Background: an optimization exercise with open tools, aiming at small area. Do not read the settings as production practice. RTL that was checked went through simulation tests only; none was proved equivalent to the original. Function not checked in run 5: the RTL went through the layout flow alone. No driver is modelled on the clock port, so clocking that relies on it looks cheaper here than on a real chip. Power is estimated from default activity; no workload was simulated.

### flow/config.mk
export PLATFORM = sky130hd
export DESIGN_NAME = top
export DESIGN_NICKNAME = top
export VERILOG_FILES = /design/flow/design.v
export SDC_FILE = /design/flow/constraint.sdc
export NUM_CORES = 4
export LEC_CHECK = 0
export ABC_AREA = 0
export CAP_MARGIN = 0
export CORE_MARGIN = 2
export CORE_UTILIZATION = 40
export SLEW_MARGIN = 0
### flow/constraint.sdc
create_clock -name core_clock -period 10.0 [get_ports {clk}]
set_input_delay 2.0000 -clock core_clock [delete_from_list [all_inputs] [get_ports {clk}]]
set_output_delay 2.0000 -clock core_clock [all_outputs]
set_load 0.01 [all_outputs]
### flow/design.v
module key_scan(
    input            clk,
    input            rst_n,
    input      [3:0] key_col,
    output     [3:0] key_row,
    output     [3:0] key_out,
    output           key_vld
);
    reg [3:0] col_ff0, col_ff1;
    reg [6:0] shake_cnt;
    reg [2:0] r;
    reg [4:0] s;
    reg [1:0] col_get;
    always @(posedge clk or negedge rst_n)
        if (!rst_n) begin
            col_ff0 <= 4'hf;
            col_ff1 <= 4'hf;
        end else begin
            col_ff0 <= key_col;
            col_ff1 <= col_ff0;
        end
    wire any_low    = ~&col_ff1;
    wire shake_flag = any_low & shake_cnt[6] & shake_cnt[5] & shake_cnt[1] & shake_cnt[0];
    wire [7:0] sc;
    wire [6:0] ss;
    assign sc[0] = any_low;
    genvar i;
    generate for (i = 0; i < 7; i = i + 1) begin : g_shake
        assign ss[i]    = shake_cnt[i] ^ sc[i];
        assign sc[i+1]  = shake_cnt[i] & sc[i];
    end endgenerate
    always @(posedge clk or negedge rst_n)
        if (!rst_n)
            shake_cnt <= 7'd0;
        else
            shake_cnt <= {ss[6] & ~shake_flag, ss[5] & ~shake_flag, ss[4:3],
                          ss[2] & ~shake_flag, ss[1:0]};
    wire idle  = r[2] & r[0];       
    wire r_is4 = r[2] & ~r[0];
    wire [4:0] qc;
    wire [3:0] qs;
    assign qc[0] = 1'b1;
    generate for (i = 0; i < 4; i = i + 1) begin : g_s
        assign qs[i]   = s[i] ^ qc[i];
        assign qc[i+1] = s[i] & qc[i];
    end endgenerate
    always @(posedge clk or negedge rst_n)
        if (!rst_n) begin
            r <= 3'd7;
            s <= 5'd0;
        end else if (s[4]) begin
            if (r_is4) begin
                if (!any_low) begin
                    r <= 3'd7;
                    s[4] <= 1'b0;
                end
            end else begin
                r <= r + 3'd1;
                s[4] <= 1'b0;
            end
        end else if (idle) begin
            if (shake_flag)
                s[4] <= 1'b1;
        end else
            s <= {qc[4], qs};
    always @(posedge clk)
        if (idle & ~s[4])
            col_get <= (col_ff1 == 4'b1110) ? 2'd0 :
                       (col_ff1 == 4'b1101) ? 2'd1 :
                       (col_ff1 == 4'b1011) ? 2'd2 : 2'd3;
    assign key_row = {~r[2] & (r[1:0] != 2'd3), ~r[2] & (r[1:0] != 2'd2),
                      ~r[2] & (r[1:0] != 2'd1), ~r[2] & (r[1:0] != 2'd0)};
    assign key_vld = ~r[2] & (&s[3:0]) & ~col_ff1[col_get];
    assign key_out = {r[1:0], col_get};
endmodule
module control(
    input            clk,
    input            rst_n,
    input      [3:0] key_num,
    input            key_vld,
    input      [2:0] dsel,
    output     [4:0] dchar
);
    localparam NONE = 5'd31;
    reg        err, pw, lock, twice;
    reg [3:0]  cnt_pw;       
    reg [15:0] password;
    reg [15:0] cnt_10s;
    reg [7:0]  cnt_2s_hi;
    wire digit   = key_vld & (key_num < 4'd10);
    wire confirm = key_vld & (key_num == 4'd10);
    wire pw_ok   = password == 16'h2345;
    wire [16:0] tc;
    wire [15:0] ts;
    assign tc[0] = pw;
    genvar i;
    generate for (i = 0; i < 16; i = i + 1) begin : g_10s
        assign ts[i]   = cnt_10s[i] ^ tc[i];
        assign tc[i+1] = cnt_10s[i] & tc[i];
    end endgenerate
    wire end_10s = pw & cnt_10s[15] & cnt_10s[14] & cnt_10s[9] & cnt_10s[8] &
                   cnt_10s[6] & cnt_10s[3] & cnt_10s[2] & cnt_10s[1] & cnt_10s[0];
    wire        fb   = cnt_pw[3] ^ ~(cnt_pw[2] & cnt_pw[1] & ~cnt_pw[0]);
    wire        wrap = cnt_pw[3] & ~cnt_pw[2] & ~cnt_pw[1] & ~cnt_pw[0];
    wire        carry = wrap & twice & lock;
    wire        hi_fb = ~(cnt_2s_hi[7] ^ cnt_2s_hi[5] ^ cnt_2s_hi[4] ^ cnt_2s_hi[3]);
    wire end_2s = err & wrap & cnt_2s_hi[7] & ~cnt_2s_hi[6] & cnt_2s_hi[5] &
                  cnt_2s_hi[2] & ~cnt_2s_hi[1] & cnt_2s_hi[0];
    wire add_pw  = ~err & digit & ~cnt_pw[3];
    wire leave   = end_10s | (confirm & (~pw_ok | (lock & twice)));   
    wire to_err  = pw & confirm & ~pw_ok & ~end_10s;
    always @(posedge clk or negedge rst_n)
        if (!rst_n) begin
            err    <= 1'b0;
            pw     <= 1'b0;
            lock   <= 1'b1;
            twice  <= 1'b0;
            cnt_pw <= 4'd0;
        end else if (err) begin
            err <= ~end_2s;
            lock  <= lock ^ wrap;
            twice <= twice ^ (wrap & lock);
            cnt_pw <= {cnt_pw[2:0], fb};
        end else begin
            err <= to_err;
            pw  <= pw ? ~leave : digit;
            if (pw & confirm & ~end_10s & (~pw_ok | (lock & twice)))
                lock <= 1'b0;
            if (pw)
                twice <= twice ? ~(end_10s | confirm) : (lock & confirm & pw_ok);
            if (confirm | end_10s)
                cnt_pw <= 4'd0;
            else if (add_pw)
                cnt_pw <= {cnt_pw[2:0], 1'b1};
        end
    always @(posedge clk)
        if (~err | carry)
            cnt_2s_hi <= {cnt_2s_hi[6:0], err & hi_fb};
    always @(posedge clk or negedge rst_n)
        if (!rst_n)
            cnt_10s <= 16'd0;
        else
            cnt_10s <= {ts[15:14] & {2{~end_10s}}, ts[13:10], ts[9:8] & {2{~end_10s}},
                        ts[7], ts[6] & ~end_10s, ts[5], ts[4] & ~end_10s, ts[3:0]};
    always @(posedge clk or negedge rst_n)
        if (!rst_n)
            password[3] <= 1'b1;
        else if (add_pw)
            password[3] <= key_num[3];
    always @(posedge clk)
        if (add_pw)
            {password[15:4], password[2:0]} <= {password[11:0], key_num[2:0]};
    wire [4:0] fixed_char = {1'b1,
        (dsel[0] & dsel[1] & ~err) | (dsel[2] & ~err) | (dsel[0] & ~dsel[1] & err),
        ~((dsel[1] & ~lock) | (~dsel[2] & err) | (~dsel[0] & ~dsel[1] & ~err & lock)),
        (~dsel[1] & ~lock) | (dsel[0] & ~dsel[2]) | (err) | (~dsel[0] & ~dsel[1]),
        ~((dsel[0] & ~dsel[2]) | (dsel[1]) | (~dsel[0] & err) | (~dsel[0] & dsel[2] & lock))};
    reg  [4:0] pw_char;
    always @(*)
        case (dsel)
            3'd0:    pw_char = cnt_pw[0] ? {1'b0, password[3:0]}   : NONE;
            3'd1:    pw_char = cnt_pw[1] ? {1'b0, password[7:4]}   : NONE;
            3'd2:    pw_char = cnt_pw[2] ? {1'b0, password[11:8]}  : NONE;
            3'd3:    pw_char = cnt_pw[3] ? {1'b0, password[15:12]} : NONE;
            default: pw_char = NONE;
        endcase
    assign dchar = pw ? pw_char : fixed_char;
endmodule
module seg_display(
    input            clk,
    input            rst_n,
    input      [4:0] dchar,
    output     [2:0] dsel,
    output     [7:0] segment,
    output     [5:0] seg_sel
);
    reg [4:0] cnt_300us;
    reg [2:0] sel;        
    reg [4:0] hold;
    reg [4:0] code;
    wire at_0 = (~cnt_300us[0] & ~cnt_300us[1] & ~cnt_300us[3] & ~cnt_300us[4]);
    wire load = (cnt_300us[0] & ~cnt_300us[2] & cnt_300us[4]);
    wire p_fb = cnt_300us[4] ^ ((~cnt_300us[1]) | (~cnt_300us[2]) | (cnt_300us[3]));
    always @(posedge clk or negedge rst_n)
        if (!rst_n)
            cnt_300us <= 5'd0;
        else
            cnt_300us <= {cnt_300us[3:0], p_fb};
    always @(posedge clk or negedge rst_n)
        if (!rst_n)
            sel <= 3'd7;
        else if (at_0)
            sel <= {(sel[0] & sel[1] & ~sel[2]) | (~sel[0] & sel[2]), (sel[0] & ~sel[1] & ~sel[2]) | (~sel[0] & sel[1]), (~sel[0])};
    wire take = ~((~cnt_300us[0] & ~cnt_300us[1]) | (cnt_300us[4] & ~sel[2]) | (~cnt_300us[0] & sel[0]) | (cnt_300us[2] & sel[1]) | (cnt_300us[1] & ~cnt_300us[2] & sel[0]) | (~cnt_300us[3] & sel[2]));
    assign dsel = sel;
    always @(posedge clk)
        if (take)
            hold <= dchar;
    always @(posedge clk or negedge rst_n)
        if (!rst_n)
            code <= 5'd31;
        else if (load)
            code <= hold;
    wire [6:0] seg = {(~code[1] & ~code[2] & ~code[3] & ~code[4]) | (code[0] & code[1] & code[2] & ~code[4]) | (code[2] & code[3]),
        (code[0] & ~code[2] & ~code[3]) | (code[1] & ~code[2]) | (code[0] & code[1]),
        (code[0] & ~code[4]) | (~code[1] & code[2] & ~code[4]) | (code[0] & code[1] & code[3]),
        (code[0] & ~code[1] & ~code[2] & ~code[3]) | (~code[0] & ~code[1] & code[2] & ~code[4]) | (code[0] & code[1] & code[2]) | (~code[0] & ~code[2] & ~code[3] & code[4]),
        ~((~code[1] & ~code[4]) | (code[0] & ~code[3]) | (code[2] & ~code[4]) | (~code[2] & code[3])),
        ~((~code[0] & ~code[1]) | (code[0] & ~code[2]) | (~code[2] & ~code[4]) | (code[0] & code[1] & ~code[4])),
        (code[0] & ~code[1] & ~code[2] & ~code[3]) | (~code[0] & ~code[1] & code[2]) | (code[1] & ~code[2] & code[4]) | (code[0] & code[4])};
    assign segment = {1'b1, seg};
    assign seg_sel = {(~sel[2]) | (~sel[0]),
        (~sel[2]) | (sel[0] & ~sel[1]),
        (~sel[1]) | (~sel[0]),
        (~sel[1]) | (sel[0] & ~sel[2]),
        (~sel[0]) | (sel[1] & ~sel[2]) | (~sel[1] & sel[2]),
        ~((~sel[0] & ~sel[1] & ~sel[2]) | (sel[1] & sel[2]))};
endmodule
module top(
    input        clk,
    input        rst_n,
    input  [3:0] key_col,
    output [3:0] key_row,
    output [5:0] seg_sel,
    output [7:0] segment
);
    wire [3:0] key_out;
    wire       key_vld;
    wire [2:0] dsel;
    wire [4:0] dchar;
    key_scan u_key_scan(.clk(clk), .rst_n(rst_n), .key_col(key_col),
                        .key_row(key_row), .key_out(key_out), .key_vld(key_vld));
    control u_ctrl(.clk(clk), .rst_n(rst_n), .key_num(key_out), .key_vld(key_vld),
                   .dsel(dsel), .dchar(dchar));
    seg_display u_segment(.clk(clk), .rst_n(rst_n), .dchar(dchar), .dsel(dsel),
                          .segment(segment), .seg_sel(seg_sel));
endmodule
### flow/flow/run.sh
#!/bin/bash
# Own layout flow: the standard flow (standard.sh: the unchanged standard
# synthesis, floorplan, power grid, tap cells, placement, CTS, routing) with
# settings ORFS reads from its environment:
#  - every port gets the smallest buffer (buf_1) instead of the default one;
#  - after floorplan, combinational cells that synthesis sized up go back to
#    their smallest drive (flow/downsize.tcl); later repair steps size up
#    again where slew, capacitance or timing need it;
#  - clock tree synthesis with clkbuf_4 and no dummy loads, and clock
#    buffers that drive 11 or more flip-flops made clkbuf_8 (flow/clkfix.tcl).
# The make output (all tools) goes to standard_make.log here; ORFS also keeps
# each step's log under orfs/logs.
set -euo pipefail
bash standard.sh \
  "BUFFER_PORTS_ARGS=-buffer_cell sky130_fd_sc_hd__buf_1" \
  "CTS_ARGS=-sink_clustering_enable -repair_clock_nets -dont_use_dummy_load -buf_list sky130_fd_sc_hd__clkbuf_4" \
  "POST_FLOORPLAN_TCL=$PWD/flow/downsize.tcl" \
  "POST_CTS_TCL=$PWD/flow/clkfix.tcl" \
  finish > standard_make.log 2>&1
### flow/flow/clkfix.tcl
# After CTS: a clock buffer that drives 11 or more flip-flops is made stronger, so
# that every flip-flop clock pin stays well inside the slew limit.
set count 0
foreach inst [get_cells clkbuf_*] {
  set master [get_property [get_lib_cells -of_objects $inst] name]
  if {$master ne "sky130_fd_sc_hd__clkbuf_4"} { continue }
  set net [get_nets -of_objects [get_pins [get_full_name $inst]/X]]
  set loads [llength [get_pins -of_objects $net -filter "direction==input"]]
  if {$loads >= 11} {
    replace_cell [get_full_name $inst] sky130_fd_sc_hd__clkbuf_8
    incr count
  }
}
puts "clkfix: upsized $count clock buffers"
if {$count > 0} {
  detailed_placement
  check_placement -verbose
}
### flow/flow/downsize.tcl
# After floorplan: put every combinational cell that synthesis sized up back to
# its smallest drive strength (the design has several ns of slack); later
# repair steps size up again wherever slew, capacitance or timing need it.
set count 0
foreach inst [get_cells *] {
  set master [get_property [get_lib_cells -of_objects $inst] name]
  if {![regexp {^(sky130_fd_sc_hd__)([a-z0-9]+)_([0-9]+)$} $master -> pfx base drive]} { continue }
  if {[string match "df*" $base] || [string match "edf*" $base] || [string match "sdf*" $base]} { continue }
  if {[string match "*tap*" $base] || [string match "*fill*" $base] || [string match "*decap*" $base] || [string match "conb" $base]} { continue }
  foreach d {0 1} {
    if {$d >= $drive} { break }
    set cand "${pfx}${base}_${d}"
    if {[llength [get_lib_cells -quiet */$cand]] > 0 || [llength [get_lib_cells -quiet $cand]] > 0} {
      replace_cell [get_full_name $inst] $cand
      incr count
      break
    }
  }
}
puts "downsize: replaced $count cells"
### flow/standard.sh
#!/bin/bash
# synth_recipe.tcl (not shown) runs the flow's synth.tcl, then flattens the netlist and writes it again
# the make line also repeats each setting of config.mk as NAME=value (left out here)
make -C /OpenROAD-flow-scripts/flow DESIGN_CONFIG=/design/flow/config.mk WORK_HOME=/design/flow/orfs CLKGATE_MAP_FILE= SYNTH_SCRIPT=/design/flow/synth_recipe.tcl "${@:-finish}"
==> flow_summary.ini, run 1 <==
[logic_synthesis]
synth_top_family_by_area = simple AND/OR/NAND/NOR gates
muxShareOfSynthArea_pct = 4.15
avgSynthCellArea_sq_um = 12.4
syn_nets = 380
synth_xor_area_share_pct = 2.68
synth_fa_ha_area_share_pct = 8.83
ys_seq_elements = 91
synth-seq-area-share_pct = 57.7
synthArstFlopShare_pct = 67.0
synth_ff_type = dfrtp_1
synth_edf_count = 30
yosys.area_share.simple_pct = 13.8
synthCells = 344
synth_compound_area_share_pct = 9.97
ys_warn_count = 3
syn-cell-area_sq_um = 4250
netlist-cell-type-count = 57

[critical_path]
worst-path-max-fanout = 9
startpoint_type = flip-flop
crit_type = reg -> reg
required_ns = 10.31
cp.arrival_ns = 4.10
endpoint_kind = flip-flop

[power]
power.density_nw_per_um2 = 143
leakage_nw = 1.86
irDropWorstVdd_v = 0.0000751

[floorplan]
coreArea_sq_um = 10300
pin_count = 24
die_width_microns = 107
initial_utilization_pct = 41.2
rows = 37
fp.dieArea_sq_um = 11500
die_y_microns = 107

[layout]
layout_common_cells = dfrtp_1, ha_1, edfxtp_1
finalInstanceArea_sq_um = 4530
synthToLayoutAreaGrowth_pct = 6.47
drive_above_1_share_pct = 9.70
fin_cells = 498
final_common_cell = dfrtp_1
nets = 399

[placement]
place.gp.congestion = 0.838
dp_cells = 488
dpl_cell_area_sq_um = 4430
dpl.hpwl_mm = 5.06
io_buffer_count = 22

[global_routing]
grt.overflow.total = 0
antenna_found_initial = 1
grt_pass1_wl_mm = 12.5
grt_max_degree = 62
grt_pass1_vias = 2607
grt_use_total_pct = 14.0

[route]
drt-vias-per-instance = 5.35
remaining_drc_errors = 0
vias = 2664
postRouteAntennaNets = 0
first_pass_iters = 4
wl_per_cell_microns = 14.7
drt_iter0_drc = 161
routed_wl_mm = 7.30

[sta]
setup_violations = 0
rsz0062_at_grt = false
worstMarginPinSlew_ns = 0.786
setup_tns_ns = 0
fin_crit_sh_pct = 37.9
hold_viol = 0
skew_ns = 0.0340
period_minus_slack_ns = 3.79
drv_slew = 0
timing.fmax_mhz = 264
slew_headroom_pct = 47.3

[run_status]
outcome = timing/DRC/antenna clean

[clocking]
cts.sinks = 91
clk_transition_reported_paths_ns = 0.09
cts_tree = built
clkLatencyLatePin_ns = 0.45

[job]
cap_violations = 0

[worst_hold_path]
hold_class = reg -> reg
-- critical path, stage by stage (launching register included) --
cell and delay, ns:
dfrtp_1 0.49, ha_1 0.23, ha_1 0.20, ha_1 0.20, ha_1 0.19, ha_1 0.19, ha_1 0.19, ha_1 0.19
ha_1 0.19, ha_1 0.19, ha_1 0.19, ha_1 0.19, ha_1 0.19, ha_1 0.20, ha_1 0.20, ha_1 0.21
xnor2_1 0.16, nor2_1 0.05
-- flip-flops by register name, indices dropped and copies added (netlist names) --
register / count
u_ctrl.cnt_2s_hi: 8
u_key_scan.col_ff0: 4
u_ctrl.cnt_pw: 4
u_ctrl.pw: 1
u_segment.hold: 5
u_ctrl.cnt_10s: 16
u_ctrl.twice: 1
u_segment.code: 5
u_ctrl.lock: 1
u_segment.sel: 3
u_segment.cnt_300us: 5
u_ctrl.err: 1
u_key_scan.shake_cnt: 7
u_key_scan.s: 5
u_key_scan.col_ff1: 4
u_ctrl.password: 16
u_key_scan.r: 3
u_key_scan.col_get: 2
-- cell families after synthesis --
| family | count (synthesis) |
|---|---|
| adder cells (fa/ha/maj) | 30 |
| buffers and inverters | 28 |
| multiplexers | 15 |
| other | 1 |
| AO/OA/AOI/OAI | 62 |
| XOR/XNOR | 13 |
| AND/OR/NAND/NOR | 104 |
| flip-flops | 91 |
-- stage by stage --
stage / power [mW] / util [%] / hold slack [ns] / setup slack [ns]
after global placement: 0.483 / 42.9 / 0.345 / 6.29
final: 0.648 / 43.9 / 0.332 / 6.21
after detailed placement: 0.486 / 42.9 / 0.347 / 6.24
after floorplan: 0.467 / - / 0.345 / 6.49
after global routing: 0.690 / 43.9 / 0.344 / 5.95
-- worst paths after layout --
kind | depth (start not counted) | slack, ns | to | startpoint
setup reg to reg | 17 | 6.21 | u_ctrl.cnt_10s[15] | u_ctrl.pw
setup / recovery | 17 | 6.21 | u_ctrl.cnt_10s[15] | u_ctrl.pw
min in group asynchronous | 2 | 1.70 | u_key_scan.s[3] | rst_n
hold / removal | 0 | 0.33 | u_key_scan.col_ff1[2] | u_key_scan.col_ff0[2]
max in group asynchronous | 2 | 7.76 | u_ctrl.cnt_10s[9] | rst_n
hold reg to reg | 0 | 0.33 | u_key_scan.col_ff1[2] | u_key_scan.col_ff0[2]
-- per-layer routing --
metal  vias to the layer above  GRT usage (%)  wire length [microns]
met5                         -              0                      0
met1                      1300           18.6                   3420
met3                        16           3.71                    339
li1                       1285              -                      -
met2                        63           21.7                   3380
met4                         0           6.22                    159
-- synthesized netlist by cell type, types with 4 or more instances --
| cell type | n | area, sq um |
|---|---|---|
| a21oi_1 | 12 | 60.1 |
| a22o_1 | 5 | 43.8 |
| a32oi_1 | 4 | 35.0 |
| and2_1 | 6 | 37.5 |
| clkbuf_1 | 14 | 52.6 |
| dfrtp_1 | 40 | 1000 |
| dfstp_2 | 21 | 552 |
| edfxtp_1 | 30 | 901 |
| ha_1 | 30 | 375 |
| inv_1 | 11 | 41.3 |
| mux2_2 | 11 | 124 |
| nand2_1 | 26 | 97.6 |
| nand2b_1 | 7 | 43.8 |
| nand3_1 | 5 | 25.0 |
| nand4_1 | 4 | 25.0 |
| nor2_1 | 19 | 71.3 |
| nor2b_1 | 11 | 68.8 |
| nor3_1 | 4 | 20.0 |
| nor4_1 | 7 | 43.8 |
| nor4b_1 | 4 | 35.0 |
| o21ai_0 | 17 | 85.1 |
| xnor2_1 | 7 | 61.3 |
| xor2_1 | 6 | 52.6 |
-- power by group --
part / total [mW] / leakage (nW) / internal, mW / switching (mW)
Clock: 0.172 / 0.0544 / 0.0630 / 0.109
Sequential: 0.430 / 1.02 / 0.415 / 0.0145
Combinational: 0.0461 / 0.791 / 0.0215 / 0.0246
Total: 0.648 / 1.86 / 0.500 / 0.148
-- layout make-up --
| cell class | instances | area (sq um) |
|---|---|---|
| fillers | 975 | 5800 |
| flip-flops and latches | 91 | 2450 |
| multi-input cells | 225 | 1660 |
| well taps | 136 | 170 |
| repair buffers | 25 | 106 |
| clock buffers | 9 | 98.8 |
| inverters | 11 | 41.3 |
| diodes | 1 | 2.50 |
==> inputs of run 2 (changes only) <==
--- a/flow/config.mk
+++ b/flow/config.mk
@@ -9,4 +9,4 @@
 export CAP_MARGIN = 0
 export CORE_MARGIN = 2
-export CORE_UTILIZATION = 40
+export CORE_UTILIZATION = 60
 export SLEW_MARGIN = 0
==> run 2 against run 1 <==
- still clean on timing, DRC and antenna
- count of clock-buffer cells in the layout is the same
- critical path depth is 1 lower
- register-to-register slack lost 0.03 ns
- clock power about the same
- worst hold slack improved by 0.026 ns
- sequential share of layout area increased by 0.64 points
- clock skew down 0.00052 ns
- sequential power barely moved
- combinational power rose by 0.9%
- area after synthesis is the same
- critical endpoint is now u_ctrl.cnt_10s[14]
==> flow_summary.ini, run 2 <==
[run_status]
outcome = timing/DRC/antenna clean

[logic_synthesis]
synthArstFlopShare_pct = 67.0
synth_most_common_cell = dfrtp_1
synthCells = 344
synth_ff_type = dfrtp_1
syn_nets = 380
ys_seq_elements = 91
yosysTopAreaCell = dfrtp_1
synth_top_area_share_pct = 23.5
netlist_top_cells_area = dfrtp_1, edfxtp_1, dfstp_2, ha_1, mux2_2
netlist-cell-type-count = 57
synth_edf_count = 30
synth-seq-area-share_pct = 57.7
syn-cell-area_sq_um = 4250
synth_commonest_cells = dfrtp_1, edfxtp_1, ha_1, nand2_1, dfstp_2
ys_warn_count = 3
avgSynthCellArea_sq_um = 12.4

[sta]
period_minus_slack_ns = 3.82
skew_ns = 0.0335
holdWs_ns = 0.358
worstMarginPinSlew_ns = 0.757
drv_slew = 0
fin_crit_sh_pct = 38.2
hold_viol = 0
rsz0062_at_grt = false
setup_violations = 0
timing.fmax_mhz = 262
layout_setup_ws_ns = 6.18
slew_headroom_pct = 49.5
setup_tns_ns = 0

[placement]
dp_slack_ns = 6.19
dpl_cell_area_sq_um = 4380
place.gp.congestion = 0.852
io_buffer_count = 22
dpl.hpwl_mm = 4.97

[critical_path]
worst-path-max-fanout = 9
r2r_cells = 16
r2r_end = u_ctrl.cnt_10s[14]
path_common_cell = ha_1
crit_slowest_cell = dfrtp_1
crit_type = reg -> reg
cp.arrival_ns = 4.12
r2r_setup_slack_ns = 6.18
startpoint_type = flip-flop
timing.rr.start = u_ctrl.pw
crit_chain = ha_1, ha_1, ha_1, ha_1, ha_1, ha_1, ha_1, ha_1, ha_1, ha_1, ha_1, ha_1, ha_1, ha_1, ha_1, and2_0
crit_family = adder cells
endpoint_kind = flip-flop
critPathMaxStageDelay_ns = 0.49
critPathBufInv = 0
required_ns = 10.30

[power]
power_switching_mw = 0.145
power.density_nw_per_um2 = 144
swShare_pct = 22.5
power.internal_mw = 0.500
irDropWorstVdd_v = 0.000120
pwr-share-clk_pct = 26.2
comb_power_share_pct = 7.2
leakage_nw = 1.86
power_frac_seq_pct = 66.6

[route]
vias = 2635
drt_iter0_drc = 131
first_pass_iters = 4
remaining_drc_errors = 0
routed_wl_mm = 7.14
wl_per_cell_microns = 15.6
postRouteAntennaNets = 0
drt-vias-per-instance = 5.77

[floorplan]
die_width_microns = 88.2
fp.dieArea_sq_um = 7780
coreArea_sq_um = 6830
die_y_microns = 88.2
pin_count = 24
initial_utilization_pct = 62.3
rows = 30

[layout]
reg_top3 = u_ctrl.cnt_10s: 16 flops, u_ctrl.password: 16 flops, u_ctrl.cnt_2s_hi: 8 flops
nets = 399
synthToLayoutAreaGrowth_pct = 5.24
final_common_cell = dfrtp_1
layout_common_cells = dfrtp_1, ha_1, edfxtp_1
drive_above_1_share_pct = 9.70
antennaDiodeCount = 0
finalInstanceArea_sq_um = 4480

[job]
cap_violations = 0

[worst_hold_path]
holdPathStages = 0
hold_start = u_key_scan.col_ff0[1]
worstHoldEndpoint = u_key_scan.col_ff1[1]
hold_class = reg -> reg

[global_routing]
grt_pass1_vias = 2464
grt_use_total_pct = 20.5
grt_max_degree = 62
grt.overflow.total = 0
antenna_found_initial = 0
grt_pass1_wl_mm = 11.9

[clocking]
cts.sinks = 91
clk_transition_reported_paths_ns = 0.08
cts_tree = built
clkLatencyLatePin_ns = 0.44
[run 2: worst max-delay path by stage]
stage	startpoint	endpoint	slack [ns]	cells after the start
floorplan	u_ctrl.cnt_10s[0]	u_ctrl.cnt_10s[15]	6.49	17
global placement	u_ctrl.pw	u_ctrl.cnt_10s[14]	6.29	16
detailed placement	u_ctrl.pw	u_ctrl.cnt_10s[14]	6.19	16
global route	u_ctrl.pw	u_ctrl.cnt_10s[14]	5.98	16
finish	u_ctrl.pw	u_ctrl.cnt_10s[14]	6.18	16
[run 2: final cells by class]
class	count	area (sq um)
tap	96	120
multi-input combinational	225	1660
inverter	11	41.3
clock buffer	9	98.8
timing repair buffer	25	106
fill	552	2360
sequential	91	2450
[run 2: power by group through the flow]
stage	logic, mW	clock network, mW	registers [mW]
after floorplan	0.0336	0	0.434
after global placement	0.0456	0	0.437
after detailed placement	0.0479	0	0.438
after global routing	0.0575	0.190	0.434
final	0.0465	0.169	0.430
[run 2: through the flow]
stage                     cells  power, mW  util, %
after floorplan             344      0.467        -
after global placement      448      0.482     64.1
after detailed placement    448      0.486     64.1
after global routing        457      0.681     65.5
final                       457      0.645     65.5
[run 2: logic make-up after synthesis]
group,count (synthesis),share of synthesized area (%)
AOI/OAI and AO/OA,62,9.97
adders and majority gates,30,8.83
and+or+nand+nor,104,13.8
muxes,15,4.15
other,1,0.0882
xor gates and xnor gates,13,2.68
buffers and inverters,28,2.77
DFF,91,57.7
[run 2: per-layer routing]
layer	track usage, %	up-vias	share of wire (%)
met5	0	-	0
li1	-	1290	-
met1	29.1	1277	48
met3	4.05	12	3.5
met4	9.64	0	2.4
met2	30.6	56	46
==> inputs of run 3 (changes only) <==
--- a/flow/config.mk
+++ b/flow/config.mk
@@ -7,6 +7,7 @@
 export LEC_CHECK = 0
 export ABC_AREA = 0
-export CAP_MARGIN = 0
+export CAP_MARGIN = 20
 export CORE_MARGIN = 2
-export CORE_UTILIZATION = 60
-export SLEW_MARGIN = 0
+export CORE_UTILIZATION = 40
+export GPL_TIMING_DRIVEN = 0
+export SLEW_MARGIN = 20
==> run 3 against run 2 <==
- worst hold slack got worse by 0.012 ns
- clock power about the same
- sequential share of layout area decreased by 1.4 points
- setup slack got worse by 0.36 ns
- register-to-register slack improved by 0.11 ns
- die area increased by 48%
- sequential power about the same
- first-iteration DRC count increased by 7.6%
- clock skew decreased by 0.0010 ns
- non-clock buffer count increased by 18
- flip-flop and latch count unchanged
- via count increased by 3.1%
- critical endpoint is now seg_sel[4]
- largest cell class unchanged
- highest routed layer unchanged
==> flow_summary.ini, run 3 <==
[global_routing]
grt_max_degree = 32
grt_pass1_vias = 2673
grt_pass1_wl_mm = 12.5
antenna_found_initial = 0
grt.overflow.total = 0
grt_use_total_pct = 14.0

[power]
irDropWorstVdd_v = 0.0000789
comb_power_share_pct = 7.5
pwr-share-clk_pct = 25.8
fin_total_pwr_mw = 0.644
power_switching_mw = 0.148
swShare_pct = 22.9
leakage_nw = 1.89
power.density_nw_per_um2 = 140
power.internal_mw = 0.497
power_frac_seq_pct = 66.7

[logic_synthesis]
muxShareOfSynthArea_pct = 4.15
synth_fa_ha_area_share_pct = 8.83
synth_xor_area_share_pct = 2.68
synth_most_common_cell = dfrtp_1
synth_ff_type = dfrtp_1
synth_commonest_cells = dfrtp_1, edfxtp_1, ha_1, nand2_1, dfstp_2
synth-seq-area-share_pct = 57.7
synth_edf_count = 30
synthArstFlopShare_pct = 67.0
synth_top_family_by_area = simple AND/OR/NAND/NOR gates
synth_compound_area_share_pct = 9.97
netlist_top_cells_area = dfrtp_1, edfxtp_1, dfstp_2, ha_1, mux2_2
avgSynthCellArea_sq_um = 12.4
ys_warn_count = 3
synth_top_area_share_pct = 23.5
netlist-cell-type-count = 57
yosys.area_share.simple_pct = 13.8
yosysTopAreaCell = dfrtp_1
syn_nets = 380
synthCells = 344
syn-cell-area_sq_um = 4250
ys_seq_elements = 91

[sta]
timing.fmax_mhz = 239
fin_crit_sh_pct = 41.8
slew_headroom_pct = 37.9
period_minus_slack_ns = 4.18
rsz0062_at_grt = false
setup_tns_ns = 0
setup_violations = 0
drv_slew = 0
skew_ns = 0.0325
hold_viol = 0
worstMarginPinSlew_ns = 0.923
layout_setup_ws_ns = 5.82

[layout]
synthToLayoutAreaGrowth_pct = 8.06
fin_util_pct = 44.5
nFillCells = 965
reg_top3 = u_ctrl.cnt_10s: 16 flops, u_ctrl.password: 16 flops, u_ctrl.cnt_2s_hi: 8 flops
nets = 417
drive_above_1_share_pct = 9.50
layout_common_cells = dfrtp_1, ha_1, edfxtp_1
multiInputGateArea_sq_um = 1660
final_common_cell = dfrtp_1
antennaDiodeCount = 0
register_area_sq_um = 2450

[route]
routed_wl_mm = 7.37
drt_iter0_drc = 141
vias = 2716
postRouteAntennaNets = 0
first_pass_iters = 4
wl_per_cell_microns = 14.3
remaining_drc_errors = 0
drt-vias-per-instance = 5.27

[clocking]
clkLatencyLatePin_ns = 0.43
cts_tree = built
cts.sinks = 91
clk_transition_reported_paths_ns = 0.11

[floorplan]
fp.dieArea_sq_um = 11500
die_width_microns = 107
coreArea_sq_um = 10300
pin_count = 24
rows = 37
die_y_microns = 107
initial_utilization_pct = 41.2

[critical_path]
cp.arrival_ns = 2.18
crit_type = reg -> out
startpoint_type = flip-flop
required_ns = 8.00
endpoint_kind = output pin
worst-path-max-fanout = 10

[placement]
dp_slack_ns = 6.26
io_buffer_count = 22
dpl.hpwl_mm = 5.37
place.gp.congestion = 0.816

[run_status]
outcome = timing/DRC/antenna clean

[worst_hold_path]
hold_class = reg -> reg

[job]
cap_violations = 0
-- run 3: cell counts after synthesis --
No cell type changed its count.
-- run 3: through the flow --
stage,instances,instance area [sq um],hold slack [ns]
detailed placement,506,4500,0.347
global placement,502,4460,0.346
global route,515,4600,0.342
finish,515,4600,0.346
floorplan,344,4250,0.345
-- run 3: path summary, 6_finish.rpt --
kind	start	endpoint	depth (start not counted)	slack [ns]
worst max-delay path	u_segment.sel[0]	seg_sel[4]	5	5.82
worst min-delay path	u_key_scan.col_ff0[2]	u_key_scan.col_ff1[2]	0	0.35
worst max register to register	u_ctrl.pw	u_ctrl.cnt_10s[15]	17	6.29
worst min register to register	u_key_scan.col_ff0[2]	u_key_scan.col_ff1[2]	0	0.35
max in group asynchronous	rst_n	u_segment.code[0]	2	7.70
min in group asynchronous	rst_n	u_key_scan.s[3]	1	1.61
-- run 3: power groups by stage --
stage | Sequential [mW] | Combinational, mW | Clock (mW)
after detailed placement | 0.438 | 0.0509 | 0
after global routing | 0.434 | 0.0601 | 0.186
after floorplan | 0.434 | 0.0336 | 0
final | 0.430 | 0.0482 | 0.166
after global placement | 0.436 | 0.0445 | 0
-- run 3: logic make-up after synthesis --
family / Yosys count
compound gates: 62
xor+xnor: 13
fa+ha+maj: 30
buf+inv: 28
flops: 91
mux: 15
other cells: 1
simple gates: 104
-- run 3: layout make-up --
type | count | area share, %
plain buffers | 17 | 1.39
clock buffers | 9 | 2.01
inverters | 11 | 0.898
multi-input cells | 225 | 36.0
flip-flops and latches | 91 | 53.4
well taps | 136 | 3.70
repair buffers | 26 | 2.59
-- run 3: metal layers --
layer	track usage (%)	wire, microns	share of wire (%)
met5	0	0	0
met3	2.43	283	3.8
met4	6.22	94	1.3
met2	22.5	3460	47
met1	18.5	3540	48
-- run 3: worst max-delay path: stages (launching register included) --
cell	delay [ns]
dfstp_2	0.53
clkbuf_1	0.26
clkbuf_1	0.38
inv_1	0.22
o21ai_0	0.19
buf_1	0.17
==> inputs of run 4 (changes only) <==
--- a/flow/config.mk
+++ b/flow/config.mk
@@ -10,4 +10,3 @@
 export CORE_MARGIN = 2
 export CORE_UTILIZATION = 40
-export GPL_TIMING_DRIVEN = 0
 export SLEW_MARGIN = 20
==> run 4 against run 3 <==
- combinational power is 4.4% lower
- non-clock buffer count is 18 lower
- sequential power hardly changed
- via count is 1.9% lower
- clock power is 4% higher
- clock skew is 0.0015 ns higher
- maximum frequency is 10% higher
- area after synthesis stayed put
- power is 0.54% higher
- sequential share of layout area is 0.80 points higher
- largest power group unchanged
==> flow_summary.ini, run 4 <==
[run_status]
outcome = timing/DRC/antenna clean

[route]
vias = 2664
wl_per_cell_microns = 14.7
postRouteAntennaNets = 0
first_pass_iters = 4
routed_wl_mm = 7.30
remaining_drc_errors = 0
drt_iter0_drc = 161
drt-vias-per-instance = 5.35

[layout]
layout_common_cells = dfrtp_1, ha_1, edfxtp_1
nFillCells = 975
synthToLayoutAreaGrowth_pct = 6.47
nets = 399
final_common_cell = dfrtp_1
fin_cells = 498
drive_above_1_share_pct = 9.70
reg_top3 = u_ctrl.cnt_10s: 16 flops, u_ctrl.password: 16 flops, u_ctrl.cnt_2s_hi: 8 flops
finalInstanceArea_sq_um = 4530

[power]
power.density_nw_per_um2 = 143
fin_total_pwr_mw = 0.648
leakage_nw = 1.86
irDropWorstVdd_v = 0.0000751

[placement]
dp_slack_ns = 6.24
dpl_cell_area_sq_um = 4430
dpl.hpwl_mm = 5.06
place.gp.congestion = 0.838
dp_cells = 488
io_buffer_count = 22

[sta]
rsz0062_at_grt = false
layout_setup_ws_ns = 6.21
period_minus_slack_ns = 3.79
slew_headroom_pct = 47.3
hold_viol = 0
fin_crit_sh_pct = 37.9
setup_violations = 0
worstMarginPinSlew_ns = 0.786
timing.fmax_mhz = 264
setup_tns_ns = 0
skew_ns = 0.0340
drv_slew = 0

[floorplan]
pin_count = 24
fp.dieArea_sq_um = 11500
die_y_microns = 107
rows = 37
coreArea_sq_um = 10300
initial_utilization_pct = 41.2
die_width_microns = 107

[logic_synthesis]
synthCells = 344
netlist-cell-type-count = 57
avgSynthCellArea_sq_um = 12.4
synth_ff_type = dfrtp_1
syn_nets = 380
syn-cell-area_sq_um = 4250
synth_edf_count = 30
yosysTopAreaCell = dfrtp_1
synthArstFlopShare_pct = 67.0
synth_top_area_share_pct = 23.5
netlist_top_cells_area = dfrtp_1, edfxtp_1, dfstp_2, ha_1, mux2_2
synth-seq-area-share_pct = 57.7
ys_seq_elements = 91
synth_most_common_cell = dfrtp_1
ys_warn_count = 3
synth_commonest_cells = dfrtp_1, edfxtp_1, ha_1, nand2_1, dfstp_2

[global_routing]
grt_max_degree = 62
antenna_found_initial = 1
grt.overflow.total = 0
grt_use_total_pct = 14.0
grt_pass1_vias = 2607
grt_pass1_wl_mm = 12.5

[clocking]
clkLatencyLatePin_ns = 0.45
clk_transition_reported_paths_ns = 0.09
cts_tree = built
cts.sinks = 91

[critical_path]
startpoint_type = flip-flop
crit_chain = ha_1, ha_1, ha_1, ha_1, ha_1, ha_1, ha_1, ha_1, ha_1, ha_1, ha_1, ha_1, ha_1, ha_1, ha_1, xnor2_1, nor2_1
r2r_setup_slack_ns = 6.21
worst-path-max-fanout = 9
crit_family = adder cells
path_common_cell = ha_1
critPathBufInv = 0
critPathMaxStageDelay_ns = 0.49
cp.arrival_ns = 4.10
required_ns = 10.31
endpoint_kind = flip-flop
crit_slowest_cell = dfrtp_1
crit_type = reg -> reg

[worst_hold_path]
hold_class = reg -> reg

[job]
cap_violations = 0
[run 4: cell families after synthesis]
logic type | share of synthesized area [%]
simple gates | 13.8
flops | 57.7
compound gates | 9.97
fa+ha+maj | 8.83
buf+inv | 2.77
mux | 4.15
xor+xnor | 2.68
other cells | 0.0882
[run 4: metal layers]
| layer | routed length [microns] | part of all wire, % | global-route usage, % |
|---|---|---|---|
| met1 | 3420 | 47 | 18.6 |
| met2 | 3380 | 46 | 21.7 |
| met3 | 339 | 4.6 | 3.71 |
| met4 | 159 | 2.2 | 6.22 |
| met5 | 0 | 0 | 0 |
[run 4: final timing paths]
path,end,depth (start not counted),from
worst min-delay path,u_key_scan.col_ff1[2],0,u_key_scan.col_ff0[2]
worst min register to register,u_key_scan.col_ff1[2],0,u_key_scan.col_ff0[2]
max in group asynchronous,u_ctrl.cnt_10s[9],2,rst_n
min in group asynchronous,u_key_scan.s[3],2,rst_n
worst max-delay path,u_ctrl.cnt_10s[15],17,u_ctrl.pw
worst max register to register,u_ctrl.cnt_10s[15],17,u_ctrl.pw
[run 4: power by group]
part / switching (mW) / total (mW) / internal, mW / leakage [nW]
clock: 0.109 / 0.172 / 0.0630 / 0.0544
sequential: 0.0145 / 0.430 / 0.415 / 1.02
combinational: 0.0246 / 0.0461 / 0.0215 / 0.791
[run 4: layout make-up]
type,count,area (sq um),area share [%]
sequential,91,2450,54.2
multi-input combinational,225,1660,36.6
tap,136,170,3.76
timing repair buffer,25,106,2.35
clock buffer,9,98.8,2.18
inverter,11,41.3,0.912
antenna,1,2.50,0.0553
[run 4: through the flow]
stage | hold WS [ns] | utilization (%)
floorplan | 0.345 | -
global placement | 0.345 | 42.9
detailed placement | 0.347 | 42.9
global route | 0.344 | 43.9
finish | 0.332 | 43.9
==> inputs of run 5 (changes only) <==
--- a/flow/design.v
+++ b/flow/design.v
@@ -2,4 +2,5 @@
     input            clk,
     input            rst_n,
+    input            first,      
     input      [3:0] key_col,
     output     [3:0] key_row,
@@ -30,10 +31,8 @@
         assign sc[i+1]  = shake_cnt[i] & sc[i];
     end endgenerate
-    always @(posedge clk or negedge rst_n)
-        if (!rst_n)
-            shake_cnt <= 7'd0;
-        else
-            shake_cnt <= {ss[6] & ~shake_flag, ss[5] & ~shake_flag, ss[4:3],
-                          ss[2] & ~shake_flag, ss[1:0]};
+    wire clr_shake = shake_flag | first;
+    always @(posedge clk)
+        shake_cnt <= {ss[6] & ~clr_shake, ss[5] & ~clr_shake, ss[4:3] & {2{~first}},
+                      ss[2] & ~clr_shake, ss[1:0] & {2{~first}}};
     wire idle  = r[2] & r[0];       
     wire r_is4 = r[2] & ~r[0];
@@ -80,4 +79,5 @@
     input            key_vld,
     input      [2:0] dsel,
+    input            first,      
     output     [4:0] dchar
 );
@@ -137,10 +137,9 @@
         if (~err | carry)
             cnt_2s_hi <= {cnt_2s_hi[6:0], err & hi_fb};
-    always @(posedge clk or negedge rst_n)
-        if (!rst_n)
-            cnt_10s <= 16'd0;
-        else
-            cnt_10s <= {ts[15:14] & {2{~end_10s}}, ts[13:10], ts[9:8] & {2{~end_10s}},
-                        ts[7], ts[6] & ~end_10s, ts[5], ts[4] & ~end_10s, ts[3:0]};
+    wire clr_10s = end_10s | first;
+    always @(posedge clk)
+        cnt_10s <= {ts[15:14] & {2{~clr_10s}}, ts[13:10] & {4{~first}}, ts[9:8] & {2{~clr_10s}},
+                    ts[7] & ~first, ts[6] & ~clr_10s, ts[5] & ~first, ts[4] & ~clr_10s,
+                    ts[3:0] & {4{~first}}};
     always @(posedge clk or negedge rst_n)
         if (!rst_n)
@@ -172,4 +171,5 @@
     input      [4:0] dchar,
     output     [2:0] dsel,
+    output           first,
     output     [7:0] segment,
     output     [5:0] seg_sel
@@ -193,5 +193,6 @@
             sel <= {(sel[0] & sel[1] & ~sel[2]) | (~sel[0] & sel[2]), (sel[0] & ~sel[1] & ~sel[2]) | (~sel[0] & sel[1]), (~sel[0])};
     wire take = ~((~cnt_300us[0] & ~cnt_300us[1]) | (cnt_300us[4] & ~sel[2]) | (~cnt_300us[0] & sel[0]) | (cnt_300us[2] & sel[1]) | (cnt_300us[1] & ~cnt_300us[2] & sel[0]) | (~cnt_300us[3] & sel[2]));
-    assign dsel = sel;
+    assign dsel  = sel;
+    assign first = (sel[1] & sel[2]);
     always @(posedge clk)
         if (take)
@@ -228,10 +229,11 @@
     wire       key_vld;
     wire [2:0] dsel;
+    wire       first;       
     wire [4:0] dchar;
-    key_scan u_key_scan(.clk(clk), .rst_n(rst_n), .key_col(key_col),
+    key_scan u_key_scan(.clk(clk), .rst_n(rst_n), .first(first), .key_col(key_col),
                         .key_row(key_row), .key_out(key_out), .key_vld(key_vld));
     control u_ctrl(.clk(clk), .rst_n(rst_n), .key_num(key_out), .key_vld(key_vld),
-                   .dsel(dsel), .dchar(dchar));
-    seg_display u_segment(.clk(clk), .rst_n(rst_n), .dchar(dchar), .dsel(dsel),
+                   .dsel(dsel), .first(first), .dchar(dchar));
+    seg_display u_segment(.clk(clk), .rst_n(rst_n), .dchar(dchar), .dsel(dsel), .first(first),
                           .segment(segment), .seg_sel(seg_sel));
 endmodule
==> run 5 against run 4 <==
- critical path type is now reg -> out
- utilization is 0.34 points lower
- sequential share of layout area is 1.9 points lower
- critical endpoint is now seg_sel[1]
- cell count is 3.4% higher
==> flow_summary.ini, run 5 <==
[sta]
slew_headroom_pct = 43.2
drv_slew = 0
worstMarginPinSlew_ns = 0.852
setup_tns_ns = 0
fin_crit_sh_pct = 38.9
skew_ns = 0.0297
timing.fmax_mhz = 257
setup_violations = 0
period_minus_slack_ns = 3.89
rsz0062_at_grt = false
hold_viol = 0
layout_setup_ws_ns = 6.11

[clocking]
cts_tree = built
clkLatencyLatePin_ns = 0.41
cts.sinks = 91
clk_transition_reported_paths_ns = 0.10

[power]
leakage_nw = 1.75
comb_power_share_pct = 8.8
power_frac_seq_pct = 66.4
power_switching_mw = 0.148
power.density_nw_per_um2 = 145
power.internal_mw = 0.501
swShare_pct = 22.9
irDropWorstVdd_v = 0.0000741
pwr-share-clk_pct = 24.9

[placement]
dpl.hpwl_mm = 5.32
place.gp.congestion = 0.761
io_buffer_count = 22
dp_slack_ns = 6.15

[route]
drt-vias-per-instance = 5.29
wl_per_cell_microns = 14.4
routed_wl_mm = 7.42
postRouteAntennaNets = 0
drt_iter0_drc = 231
first_pass_iters = 4
remaining_drc_errors = 0
vias = 2722

[layout]
antennaDiodeCount = 0
drive_above_1_share_pct = 8.44
synthToLayoutAreaGrowth_pct = 6.08
nFillCells = 992
reg_top3 = u_ctrl.cnt_10s: 16 flops, u_ctrl.password: 16 flops, u_ctrl.cnt_2s_hi: 8 flops
fin_util_pct = 43.5
nets = 417
layout_common_cells = ha_1, edfxtp_1, nand2_1

[critical_path]
crit_type = reg -> out
cp.arrival_ns = 1.89
endpoint_kind = output pin
required_ns = 8.00
startpoint_type = flip-flop
worst-path-max-fanout = 28

[job]
cap_violations = 0

[logic_synthesis]
muxShareOfSynthArea_pct = 3.44
yosysTopAreaCell = edfxtp_1
synthCells = 361
ys_seq_elements = 91
yosys.area_share.simple_pct = 16.4
synthArstFlopShare_pct = 41.8
avgSynthCellArea_sq_um = 11.7
netlist_top_cells_area = edfxtp_1, dfstp_2, dfxtp_1, dfrtp_1, ha_1
synth_top_area_share_pct = 21.4
netlist-cell-type-count = 58
synth_ff_type = edfxtp_1
synth_xor_area_share_pct = 2.49
syn-cell-area_sq_um = 4220
syn_nets = 397
synth_commonest_cells = edfxtp_1, ha_1, nand2_1, and2_1, dfxtp_1
synth_compound_area_share_pct = 10.6
synth_edf_count = 30
synth_top_family_by_area = simple AND/OR/NAND/NOR gates
ys_warn_count = 3
synth-seq-area-share_pct = 55.5
synth_fa_ha_area_share_pct = 8.90

[floorplan]
die_y_microns = 107
die_width_microns = 107
pin_count = 24
coreArea_sq_um = 10300
rows = 37
fp.dieArea_sq_um = 11400
initial_utilization_pct = 41.0

[global_routing]
grt_pass1_vias = 2674
grt.overflow.total = 0
grt_use_total_pct = 14.3
grtUsageMet3_pct = 3.47
grt.busiest_layer = met2
grt.met1_usage_pct = 19.7
grt_pass1_wl_mm = 12.8
antenna_found_initial = 0
use_met2_pct = 22.0
grt_max_degree = 39

[run_status]
outcome = timing/DRC/antenna clean

[worst_hold_path]
hold_class = reg -> reg
## run 5: cell types whose count changed after synthesis, moves of 4 or more
cell	delta
nor2b_1	-6
nand2b_1	-5
and2_1	+19
dfrtp_1	-23
nor3_1	+5
inv_1	+4
dfxtp_1	+23
## run 5: power groups by stage
stage	logic [mW]	registers (mW)	clock network [mW]
after floorplan	0.0478	0.434	0
after global placement	0.0560	0.438	0
after detailed placement	0.0578	0.439	0
after global routing	0.0739	0.436	0.187
final	0.0570	0.431	0.161
## run 5: worst paths after layout
check	start	endpoint	slack, ns	cells past startpoint
max	u_segment.sel[1]	seg_sel[1]	6.11	3
max reg2reg	u_ctrl.pw	u_ctrl.cnt_10s[15]	6.16	17
min in group asynchronous	rst_n	u_key_scan.s[2]	1.68	1
min	u_key_scan.col_ff0[3]	u_key_scan.col_ff1[3]	0.36	0
min reg2reg	u_key_scan.col_ff0[3]	u_key_scan.col_ff1[3]	0.36	0
max in group asynchronous	rst_n	u_segment.cnt_300us[2]	7.75	1
## run 5: cells by family after synthesis
kind of cell | Yosys count
adders and majority gates | 30
AOI/OAI and AO/OA | 63
buffers and inverters | 29
DFF | 91
other | 1
xor gates and xnor gates | 12
muxes | 12
and+or+nand+nor | 123
## run 5: critical path, stage by stage (launching register included)
cell	delay [ns]
dfstp_2	0.82
and2_0	0.35
o21ai_0	0.16
buf_1	0.16
## run 5: layout make-up
| cell class | instances | area (sq um) | share of cell area, % |
|---|---|---|---|
| Clock buffer | 9 | 86.3 | 1.93 |
| Inverter | 15 | 56.3 | 1.26 |
| Multi-Input combinational cell | 241 | 1730 | 38.7 |
| Sequential cell | 91 | 2340 | 52.3 |
| Tap cell | 136 | 170 | 3.80 |
| Timing Repair Buffer | 23 | 91.3 | 2.04 |
## run 5: stage by stage
stage                     power, mW  area [sq um]  hold slack, ns  std cells
after global routing          0.696          4470           0.365        515
after floorplan               0.482          4220           0.345        361
after detailed placement      0.497          4390           0.347        506
final                         0.649          4470           0.361        515
after global placement        0.494          4390           0.346        506
## run 5: metal layers
metal	share of wire [%]	up-vias
li1	-	1345
met1	48	1326
met2	47	47
met3	3.5	4
met4	0.59	0
met5	0	-
==> inputs of run 6 (changes only) <==
--- a/flow/design.v
+++ b/flow/design.v
@@ -116,10 +116,8 @@
             lock   <= 1'b1;
             twice  <= 1'b0;
-            cnt_pw <= 4'd0;
         end else if (err) begin
             err <= ~end_2s;
             lock  <= lock ^ wrap;
             twice <= twice ^ (wrap & lock);
-            cnt_pw <= {cnt_pw[2:0], fb};
         end else begin
             err <= to_err;
@@ -129,9 +127,12 @@
             if (pw)
                 twice <= twice ? ~(end_10s | confirm) : (lock & confirm & pw_ok);
-            if (confirm | end_10s)
-                cnt_pw <= 4'd0;
-            else if (add_pw)
-                cnt_pw <= {cnt_pw[2:0], 1'b1};
         end
+    always @(posedge clk)
+        if (err)
+            cnt_pw <= {cnt_pw[2:0], fb};
+        else if (confirm | end_10s | first)
+            cnt_pw <= 4'd0;
+        else if (add_pw)
+            cnt_pw <= {cnt_pw[2:0], 1'b1};
     always @(posedge clk)
         if (~err | carry)
--- a/flow/config.mk
+++ b/flow/config.mk
@@ -6,5 +6,5 @@
 export NUM_CORES = 4
 export LEC_CHECK = 0
-export ABC_AREA = 0
+export ABC_AREA = 1
 export CAP_MARGIN = 20
 export CORE_MARGIN = 2
==> run 6 against run 5 <==
- combinational power increased by 24%
- die area rose by 2.7%
- clock skew is 0.0024 ns lower
- critical path type unchanged
- highest routed layer unchanged
- cell area is 1.5% higher
- setup slack better by 0.085 ns
- sequential share of layout area shrank 0.32 points
- synthesized cell count increased by 24%
- cell count grew 19%
- power is 4.9% higher
- non-clock buffer count unchanged
- critical path depth up 1
==> flow_summary.ini, run 6 <==
[run_status]
outcome = timing/DRC/antenna clean

[logic_synthesis]
synthCells = 446
synthArstFlopShare_pct = 37.4
netlist_top_cells_area = edfxtp_1, dfstp_2, dfxtp_1, ha_1, dfrtp_1
ys_warn_count = 3
synth_most_common_cell = nand2_1
ys_seq_elements = 91
synth_commonest_cells = nand2_1, inv_1, nor2_1, edfxtp_1, ha_1
synth-seq-area-share_pct = 54.4
netlist-cell-type-count = 42
avgSynthCellArea_sq_um = 9.72
yosysTopAreaCell = edfxtp_1
synth_top_area_share_pct = 23.5
syn-cell-area_sq_um = 4340
syn_nets = 482
synth_edf_count = 34
synth_ff_type = edfxtp_1

[sta]
period_minus_slack_ns = 3.81
skew_ns = 0.0273
setup_violations = 0
fin_crit_sh_pct = 38.1
worstMarginPinSlew_ns = 0.832
rsz0062_at_grt = false
holdWs_ns = 0.357
hold_viol = 0
setup_tns_ns = 0
timing.fmax_mhz = 263
drv_slew = 0
slew_headroom_pct = 44.5

[floorplan]
coreArea_sq_um = 10700
rows = 38
die_width_microns = 108
initial_utilization_pct = 40.5
pin_count = 24
fp.dieArea_sq_um = 11700
die_y_microns = 108

[placement]
dpl.hpwl_mm = 5.43
io_buffer_count = 22
place.gp.congestion = 0.810

[power]
fin_total_pwr_mw = 0.681
comb_power_share_pct = 10.4
swShare_pct = 23.5
power_switching_mw = 0.160
power.internal_mw = 0.521
irDropWorstVdd_v = 0.0000634
pwr-share-clk_pct = 26.4
leakage_nw = 2.07
power.density_nw_per_um2 = 150
power_frac_seq_pct = 63.2

[clocking]
cts_tree = built
clkLatencyLatePin_ns = 0.43
cts.sinks = 91
clk_transition_reported_paths_ns = 0.08

[layout]
layout_common_cells = nand2_1, nor2_1, inv_1
reg_top3 = u_ctrl.cnt_10s: 16 flops, u_ctrl.password: 16 flops, u_ctrl.cnt_2s_hi: 8 flops
synthToLayoutAreaGrowth_pct = 4.67
final_common_cell = nand2_1
drive_above_1_share_pct = 6.78
nets = 510
antennaDiodeCount = 0
fin_util_pct = 42.4
nFillCells = 1074

[critical_path]
worst-path-max-fanout = 16
startpoint_type = flip-flop
endpoint_kind = output pin
required_ns = 8.00
cp.arrival_ns = 1.81
crit_type = reg -> out

[job]
cap_violations = 0

[route]
postRouteAntennaNets = 0
remaining_drc_errors = 0
drt_iter0_drc = 181
drt-vias-per-instance = 4.74
first_pass_iters = 5
vias = 2903
routed_wl_mm = 7.32
wl_per_cell_microns = 12.0

[global_routing]
grt.overflow.total = 0
antenna_found_initial = 0
grt_pass1_vias = 2825
grt_use_total_pct = 14.3
grt_max_degree = 35
grt_pass1_wl_mm = 13.0

[worst_hold_path]
hold_class = reg -> reg
==> run 6: worst paths after layout <==
check / cells after the start / from / slack, ns / endpoint
max in group asynchronous: 1 / rst_n / 7.80 / u_segment.cnt_300us[2]
min in group asynchronous: 1 / rst_n / 1.65 / u_key_scan.s[2]
worst max-delay path: 4 / u_segment.sel[1] / 6.19 / seg_sel[1]
worst min register to register: 0 / u_key_scan.col_ff0[3] / 0.36 / u_key_scan.col_ff1[3]
worst min-delay path: 0 / u_key_scan.col_ff0[3] / 0.36 / u_key_scan.col_ff1[3]
worst max register to register: 17 / u_ctrl.pw / 6.28 / u_ctrl.cnt_10s[15]
==> run 6: final cells by class <==
cell class              instances  area (sq um)  area share [%]
repair buffers                 23          91.3            2.01
flip-flops and latches         91          2360            52.0
multi-input cells             279          1540            33.9
inverters                      70           263            5.79
well taps                     140           175            3.86
clock buffers                   9           111            2.45
==> run 6: metrics by stage <==
step / area (sq um) / std cells / setup WS, ns
2_1_floorplan: 4340 / 446 / 6.45
3_3_place_gp: 4430 / 603 / 6.37
3_5_place_dp: 4430 / 603 / 6.28
5_1_grt: 4540 / 612 / 5.97
6_report: 4540 / 612 / 6.19
==> run 6: kinds of logic after synthesis <==
kind of cell | Yosys count | synth area share, %
compound gates | 58 | 7.56
flops | 91 | 54.4
xor+xnor | 9 | 1.82
mux | 3 | 0.779
fa+ha+maj | 30 | 8.66
other cells | 1 | 0.0865
simple gates | 178 | 19.3
buf+inv | 76 | 7.41
==> run 6: worst max-delay path, cell delays in order (launching register included) <==
cell and delay (ns):
dfstp_2 0.63, nand2_1 0.12, inv_1 0.37, o21ai_0 0.13
buf_1 0.14
==> run 6: power groups by stage <==
stage | clock network, mW | registers (mW) | logic, mW
floorplan | 0 | 0.435 | 0.0574
global placement | 0 | 0.437 | 0.0680
detailed placement | 0 | 0.439 | 0.0728
global route | 0.204 | 0.435 | 0.0890
finish | 0.180 | 0.430 | 0.0707
==> run 6: layer usage <==
layer | GRT usage [%] | wire, microns | up-vias
li1 | - | - | 1502
met1 | 19.2 | 3520 | 1335
met2 | 22.6 | 3380 | 55
met3 | 3.44 | 331 | 11
met4 | 4.95 | 94 | 0
met5 | 0 | 0 | -
==> inputs of run 7 (changes only) <==
--- a/flow/config.mk
+++ b/flow/config.mk
@@ -6,5 +6,5 @@
 export NUM_CORES = 4
 export LEC_CHECK = 0
-export ABC_AREA = 1
+export ABC_AREA = 0
 export CAP_MARGIN = 20
 export CORE_MARGIN = 2
==> run 7 against run 6 <==
- first-iteration DRC count is 10% higher
- clock skew increased by 0.0048 ns
- synthesized cell count fell by 21%
- register-to-register slack got worse by 0.18 ns
- critical endpoint is now u_ctrl.cnt_10s[15]
- highest routed layer unchanged
==> flow_summary.ini, run 7 <==
[layout]
fin_util_pct = 43.5
reg_top3 = u_ctrl.cnt_10s: 16 flops, u_ctrl.password: 16 flops, u_ctrl.cnt_2s_hi: 8 flops
synthToLayoutAreaGrowth_pct = 6.17
drive_above_1_share_pct = 8.33
nFillCells = 980
layout_common_cells = edfxtp_1, ha_1, and2_0
nets = 410
final_common_cell = edfxtp_1

[floorplan]
pin_count = 24
die_y_microns = 107
rows = 37
coreArea_sq_um = 10300
die_width_microns = 107
fp.dieArea_sq_um = 11400
initial_utilization_pct = 41.0

[route]
first_pass_iters = 4
routed_wl_mm = 7.38
wl_per_cell_microns = 14.5
vias = 2660
postRouteAntennaNets = 0
remaining_drc_errors = 0
drt-vias-per-instance = 5.23
drt_iter0_drc = 200

[logic_synthesis]
netlist_top_cells_area = edfxtp_1, dfstp_2, dfxtp_1, ha_1, dfrtp_1
syn-cell-area_sq_um = 4220
synth-seq-area-share_pct = 56.0
synth_ff_type = edfxtp_1
avgSynthCellArea_sq_um = 11.9
synthArstFlopShare_pct = 37.4
yosysTopAreaCell = edfxtp_1
synth_most_common_cell = edfxtp_1
netlist-cell-type-count = 58
synth_edf_count = 34
ys_seq_elements = 91
synth_commonest_cells = edfxtp_1, ha_1, and2_1, dfxtp_1, nand2_1
synth_top_area_share_pct = 24.2
ys_warn_count = 3
syn_nets = 390
synthCells = 354

[critical_path]
critPathBufInv = 0
r2r_end = u_ctrl.cnt_10s[15]
r2r_cells = 17
path_common_cell = ha_1
crit_chain = ha_1, ha_1, ha_1, ha_1, ha_1, ha_1, ha_1, ha_1, ha_1, ha_1, ha_1, ha_1, ha_1, ha_1, ha_1, xor2_1, and2_0
timing.rr.start = u_ctrl.pw
cp.arrival_ns = 4.25
worst-path-max-fanout = 11
cp_num_cells = 17
r2r_setup_slack_ns = 6.10
crit_family = adder cells
startpoint_type = flip-flop
crit_type = reg -> reg
crit_slowest_cell = dfrtp_1
required_ns = 10.34
critPathMaxStageDelay_ns = 0.51
endpoint_kind = flip-flop

[worst_hold_path]
worstHoldEndpoint = u_key_scan.col_ff1[1]
hold_start = u_key_scan.col_ff0[1]
hold_class = reg -> reg
holdPathStages = 0

[placement]
io_buffer_count = 22
dpl.hpwl_mm = 5.30
place.gp.congestion = 0.784

[global_routing]
grt_pass1_wl_mm = 12.6
grt_use_total_pct = 14.2
grt_max_degree = 35
antenna_found_initial = 1
grt_pass1_vias = 2646
grt.overflow.total = 0

[sta]
skew_ns = 0.0321
holdWs_ns = 0.359
timing.fmax_mhz = 256
rsz0062_at_grt = false
hold_viol = 0
period_minus_slack_ns = 3.90
setup_tns_ns = 0
fin_crit_sh_pct = 39.0
drv_slew = 0
slew_headroom_pct = 42.9
setup_violations = 0
worstMarginPinSlew_ns = 0.856

[power]
fin_total_pwr_mw = 0.659
power.density_nw_per_um2 = 147
leakage_nw = 1.76
irDropWorstVdd_v = 0.0000835

[clocking]
cts.sinks = 91
cts_tree = built
clkLatencyLatePin_ns = 0.44
clk_transition_reported_paths_ns = 0.10

[job]
cap_violations = 0

[run_status]
outcome = timing/DRC/antenna clean
run 7: cell types whose count changed in the layout (fill, tap and decap cells not counted), moves of 5 or more:
cell      before  now
inv_1         70   12
nand2_1       75   22
nor2_1        71   19
and2_0         0   25
mux2_1         3   13
nand3_1       17    7
o21ai_0       26   16
nor2b_1        0    9
a21oi_1       19   14
nand2b_1       0    5
run 7: report_power, final:
group / internal, mW / total, mW / switching, mW
registers: 0.416 / 0.432 / 0.0162
logic: 0.0294 / 0.0532 / 0.0238
clock network: 0.0672 / 0.174 / 0.106
total: 0.512 / 0.659 / 0.147
run 7: area by class of cell:
type	instances	area, sq um	share of cell area [%]
Antenna cell	1	2.50	0.0559
Multi-Input combinational cell	238	1710	38.2
Inverter	12	45.0	1.01
Tap cell	136	170	3.80
Clock buffer	9	105	2.35
Sequential cell	91	2360	52.7
Timing Repair Buffer	22	83.8	1.87
run 7: metal layers:
layer	wire length [microns]	track usage, %	vias up
met5	0	0	-
met1	3410	17.9	1262
li1	-	-	1321
met3	359	4.19	15
met2	3450	22.6	62
met4	151	6.22	0
run 7: how the worst max path moves through the flow:
stage	startpoint	end	slack [ns]
floorplan	u_ctrl.pw	u_ctrl.cnt_10s[15]	6.45
global placement	u_ctrl.pw	u_ctrl.cnt_10s[15]	6.19
detailed placement	u_ctrl.pw	u_ctrl.cnt_10s[15]	6.10
finish	u_ctrl.pw	u_ctrl.cnt_10s[15]	6.10
global route	u_ctrl.pw	u_ctrl.cnt_10s[15]	5.92
run 7: worst reg2reg max path, delay by kind of cell (launching register included):
family | cells | cell delay (ns)
fa+ha+maj | 15 | 3.01
flops | 1 | 0.51
xor+xnor | 1 | 0.14
simple gates | 1 | 0.14
run 7: stage by stage:
stage	std cells	instance area, sq um	setup slack, ns
final	509	4480	6.10
after detailed placement	499	4370	6.10
after global placement	499	4370	6.19
after floorplan	354	4220	6.45
after global routing	509	4480	5.92
run 7: cell families (layout without fill, tap and decap cells):
family | count (synthesis) | in the layout | share of synthesized area (%)
multiplexers | 15 | 15 | 3.95
XOR/XNOR | 13 | 13 | 2.70
AND/OR/NAND/NOR | 118 | 118 | 16.1
adder cells (fa/ha/maj) | 30 | 30 | 8.90
other | 1 | 2 | 0.0890
flip-flops | 91 | 91 | 56.0
AO/OA/AOI/OAI | 61 | 61 | 9.91
buffers and inverters | 25 | 43 | 2.40

-- port drivers added, routing unchanged --
Ports are ideal in the flow. The routed layouts listed here were re-timed in OpenROAD.
Step 1, drivers: a clkbuf_16 drives clk and a buf_2 each remaining input, both assumed.
Step 2 times the ports against the registers' clock, not the clock port: input delays grow and output delays shrink by t, the midpoint of the rising clock arrivals with the driver on.
Slacks: no drivers / after step 1 / after step 2; pairs: no drivers / after step 1.
run	t (ns)	setup slack, ns	clock arrival spread, ns	worst slew at a driven data input, ns	pins driven straight from the clock port
run 1	0.459	6.210 / 6.204 / 6.210	0.038 / 0.039	0.03	1
run 2	0.446	6.177 / 6.177 / 6.177	0.034 / 0.034	0.03	1
run 3	0.435	5.818 / 5.792 / 6.227	0.032 / 0.032	0.03	1
run 4	0.459	6.210 / 6.204 / 6.210	0.038 / 0.039	0.03	1
run 5	0.420	6.110 / 6.084 / 6.163	0.030 / 0.030	0.03	1
run 6	0.450	6.195 / 6.163 / 6.278	0.028 / 0.028	0.03	1
run 7	0.457	6.097 / 6.097 / 6.097	0.032 / 0.032	0.03	1
After both steps every run listed still meets setup and hold.
